This is an optimization exercise on Yosys and OpenROAD, whose aim is small area, a short achievable clock period and few clock cycles, not a production implementation. In this exercise RTL edits were held to simulation tests only and were not proved equivalent to the original. The flow treats the clock pin as an ideal source. Dropping or thinning the clock tree relies on that and would not hold on a real chip.

// qr_decode
module qr_decode(
    input clk,
    input srstn,
    input qr_decode_start,
    input sram_rdata,
    output [11:0] sram_raddr,
    output reg decode_valid,
    output reg [7:0] decode_jis8_code,
    output reg qr_decode_finish
  );
  reg [4:0] r, c;       
  reg R1, R2;           
  reg [2:0] m;          
  reg [2:0] b;          
  reg [4:0] nb;         
  reg hdr;              
  assign sram_raddr = {1'b0, r, 1'b0, c};
  wire fmt = ~c[4] & ~c[3];
  wire up = c[1];
  wire at_top = c[4] ? (~r[4] & ~r[2] & ~r[1]) : ~(r[4] | r[3] | r[2] | r[1] | r[0]);   
  wire at_bot = r[4] & r[3];                                                           
  wire turn = c[0] & (up ? at_top : at_bot);
  wire sk6 = ~r[4] & ~r[3] & r[2] & r[0] & ~(r[1] ^ up);                  
  wire al_up = c[4] & ~c[2] & up & r[4] & ~r[1] & r[0];                   
  wire al_dn = c[4] & ~c[2] & ~up & ~r[4] & r[2] & r[1] & r[0];           
  wire al = al_up | al_dn;
  wire x = sk6 | al;
  wire [3:0] d = r[3:0] ^ {4{up}};
  wire t1 = d[0], t2 = d[1] & d[0], t3 = d[2] & t2, t4 = d[3] & t3;      
  wire [4:0] rt = {t4 | al, t3 | al, t2 & ~x, t1 | x, ~x};                
  wire rowmove = ~fmt & c[0] & ~turn;
  wire [4:0] frow = {{3{fmt & c[2]}}, 1'b0, fmt & c[2]};                   
  wire [4:0] nr = r ^ (rowmove ? rt : frow);
  wire alc = ~c[4] & c[2] & c[1] & r[4] & ~r[3] & ~(r[2] & r[1]) & (r[2] | r[1] | r[0]);
  wire hold = c[0] & (turn | alc);
  wire [3:1] e = c[3:1] ^ {3{~c[0]}};
  wire [4:0] tc = {e[3] & e[2] & e[1], e[2] & e[1], e[1], 1'b1, 1'b1};   
  wire [4:0] tf = c[2] ? 5'b10011 : c[0] ? 5'b00111 : {4'b0, qr_decode_start};
  wire [4:0] tcol = fmt ? tf : hold ? {4'b0, ~alc} : tc;
  wire [4:0] nc = c ^ tcol;
  wire R0 = ~R1 & ~R2;
  wire rdn = up ^ sk6;
  wire nR1 = fmt ? 1'b0 : (rowmove & ~al) ? (rdn ? R2 : R0) : R1;
  ...
Size: about 200 cells after synthesis, about 34 flip-flops, roughly 26 I/O pins, about 1600 sq um of cells after synthesis.
==> flow/config.mk <==
export PLATFORM = sky130hd
export DESIGN_NAME = qr_decode
export DESIGN_NICKNAME = qr_decode
export VERILOG_FILES = /design/flow/design.v
export SDC_FILE = /design/flow/constraint.sdc
export NUM_CORES = 4
export LEC_CHECK = 0
export CAP_MARGIN = 20
export CORE_MARGIN = 2
export CORE_UTILIZATION = 45
export SLEW_MARGIN = 20
==> flow/constraint.sdc <==
create_clock -name core_clock -period 9.0 [get_ports {clk}]
set_input_delay 1.8000 -clock core_clock [delete_from_list [all_inputs] [get_ports {clk}]]
set_output_delay 1.8000 -clock core_clock [all_outputs]
set_load 0.01 [all_outputs]
standard.sh (not shown) runs the stock make flow with config.mk's settings and CLKGATE_MAP_FILE= SYNTH_SCRIPT=/design/flow/synth_recipe.tcl, a recipe that flattens the netlist after the stock synthesis.
==> flow/flow/run.sh <==
#!/bin/bash
# ORFS layout of the design with three changes to how it is made (the
# constraints are unchanged):
#  - synthesis maps the logic with an area-oriented ABC script and without
#    half/full-adder extraction (registers are mapped exactly as before);
#  - ports are buffered with buf_2 instead of the slow delay buffer;
#  - timing repair aims for more setup slack than the clock period needs.
set -euo pipefail
rm -rf myscripts
cp -r "$FLOW_HOME/scripts" myscripts
printf 'strash\n&get -n\n&deepsyn -T 30\n&put\ndch -f\namap\ntopo\n' > myscripts/abc_speed.script
export SCRIPTS_DIR="$PWD/myscripts"
export ADDER_MAP_FILE=
export BUFFER_PORTS_ARGS="-buffer_cell sky130_fd_sc_hd__buf_2"
export SETUP_SLACK_MARGIN=6.3
bash standard.sh > standard.log 2>&1
Testbench counts at the start, summed over its fixed seeds: cycles 15,800.
Then changed:
==> flow/flow/run.sh (replaced) <==
#!/bin/bash
# ORFS layout of the design with these changes to how it is made (the
# constraints are unchanged):
#  - synthesis maps the logic with an area-oriented ABC script (deepsyn,
#    then amap) and without half/full-adder extraction; the registers are
#    mapped exactly as in the standard synthesis;
#  - ports are buffered with buf_2 instead of the slow delay buffer;
#  - the clock tree is two clkbuf_8 in parallel, one per half of the registers
#    (flow/two_buf_cts.tcl) in place of the two-level tree;
#  - timing repair aims for more setup slack than the clock period needs.
set -euo pipefail
rm -rf myscripts
cp -r "$FLOW_HOME/scripts" myscripts
printf 'strash\n&get -n\n&deepsyn -T 30\n&put\namap\ntopo\n' > myscripts/abc_speed.script
python3 - "$PWD/flow/two_buf_cts.tcl" <<'PY'
import sys
p = 'myscripts/cts.tcl'
s = open(p).read()
old = 'log_cmd clock_tree_synthesis {*}$cts_args'
assert old in s
s = s.replace(old, 'source ' + sys.argv[1])
open(p, 'w').write(s)
PY
export SCRIPTS_DIR="$PWD/myscripts"
export ADDER_MAP_FILE=
export BUFFER_PORTS_ARGS="-buffer_cell sky130_fd_sc_hd__buf_2"
export SETUP_SLACK_MARGIN=6.35

bash standard.sh > standard.log 2>&1
==> flow/flow/two_buf_cts.tcl (new file) <==
# Clock tree of two buffers in parallel: the registers are split into a left
# and a right half, and a clkbuf_8 at each half's centroid drives its clock pins.
set block [ord::get_db_block]
set dbu [$block getDbUnitsPerMicron]
set pins {}
foreach pin [get_pins -of_objects [get_nets clk]] {
  if {[get_property $pin direction] ne "input"} { continue }
  set it [sta::sta_to_db_pin $pin]
  set bb [[$it getInst] getBBox]
  lappend pins [list [expr {([$bb xMin] + [$bb xMax]) / 2.0 / $dbu}] [expr {([$bb yMin] + [$bb yMax]) / 2.0 / $dbu}] $pin]
}
set pins [lsort -real -index 0 $pins]
set half [expr {[llength $pins] / 2}]
foreach {name group} [list left [lrange $pins 0 [expr {$half - 1}]] right [lrange $pins $half end]] {
  set sx 0.0; set sy 0.0; set loads {}
  foreach p $group { set sx [expr {$sx + [lindex $p 0]}]; set sy [expr {$sy + [lindex $p 1]}]; lappend loads [lindex $p 2] }
  set n [llength $group]
  puts "two_buf_cts: $name $n clock pins, buffer at [expr {$sx / $n}] [expr {$sy / $n}]"
  log_cmd insert_buffer -buffer_cell sky130_fd_sc_hd__clkbuf_8 -net clk -load_pins $loads \
    -location [list [expr {$sx / $n}] [expr {$sy / $n}]] -buffer_name clkbuf_$name -net_name clknet_$name
}
=>
- clock skew stays flat
- wire length is lower by about 0.3%
- synthesized area fell by 0.72%
Then changed:
==> flow/flow/run.sh (replaced) <==
#!/bin/bash
# ORFS layout of the design with three changes to how it is made (the
# constraints are unchanged):
#  - synthesis maps the logic with an area-oriented ABC script and without
#    half/full-adder extraction (registers are mapped exactly as before);
#  - ports are buffered with buf_2 instead of the slow delay buffer;
#  - timing repair aims for more setup slack than the clock period needs.
set -euo pipefail
rm -rf myscripts
cp -r "$FLOW_HOME/scripts" myscripts
printf 'strash\ndch -f\namap\ntopo\n' > myscripts/abc_speed.script
export SCRIPTS_DIR="$PWD/myscripts"
export ADDER_MAP_FILE=
export BUFFER_PORTS_ARGS="-buffer_cell sky130_fd_sc_hd__buf_2"
export SETUP_SLACK_MARGIN=6.3
bash standard.sh > standard.log 2>&1
Settings changed: CORE_UTILIZATION 45 to 35.
removed: flow/flow/two_buf_cts.tcl
Result: The new run produced a clean layout; maximum frequency decreases by about 0.9%; via count came out higher by 6.0%; flip-flop and latch count does not change; clock skew barely changes.
In the second run of this note the design's own scripts or RTL, not TritonCTS, make the clock network.

==> port drivers added, routing unchanged <==
The flow's constraints put no driver on any port. The routed layouts listed below were extracted and timed again, unchanged, in two steps. Step 1, drivers: a clkbuf_16 drives clk and a buf_2 each remaining input, both assumed. Step 2 also shifts input and output timing later by t, the mid clock arrival at the registers, as if the neighbouring blocks saw the same clock. Slacks: ideal ports / drivers / drivers and shift; pairs: ideal ports / drivers.
run	t (ns)	slack for setup (ns)	worst setup path at the end	clock arrival spread, ns	worst data-port slew with drivers (ns)
the first run	0.354	6.337 / 6.315 / 6.151	input to register	0.007 / 0.008	0.02
the second run	0.194	6.344 / 6.308 / 6.432	input to register	0.007 / 0.007	0.03
the third run	0.319	6.319 / 6.294 / 6.158	input to register	0.007 / 0.007	0.03
After both steps every run listed still meets setup and hold. The setup slack of the first run, which loses most, moves by -0.022 ns with the drivers and by -0.186 ns with both steps.
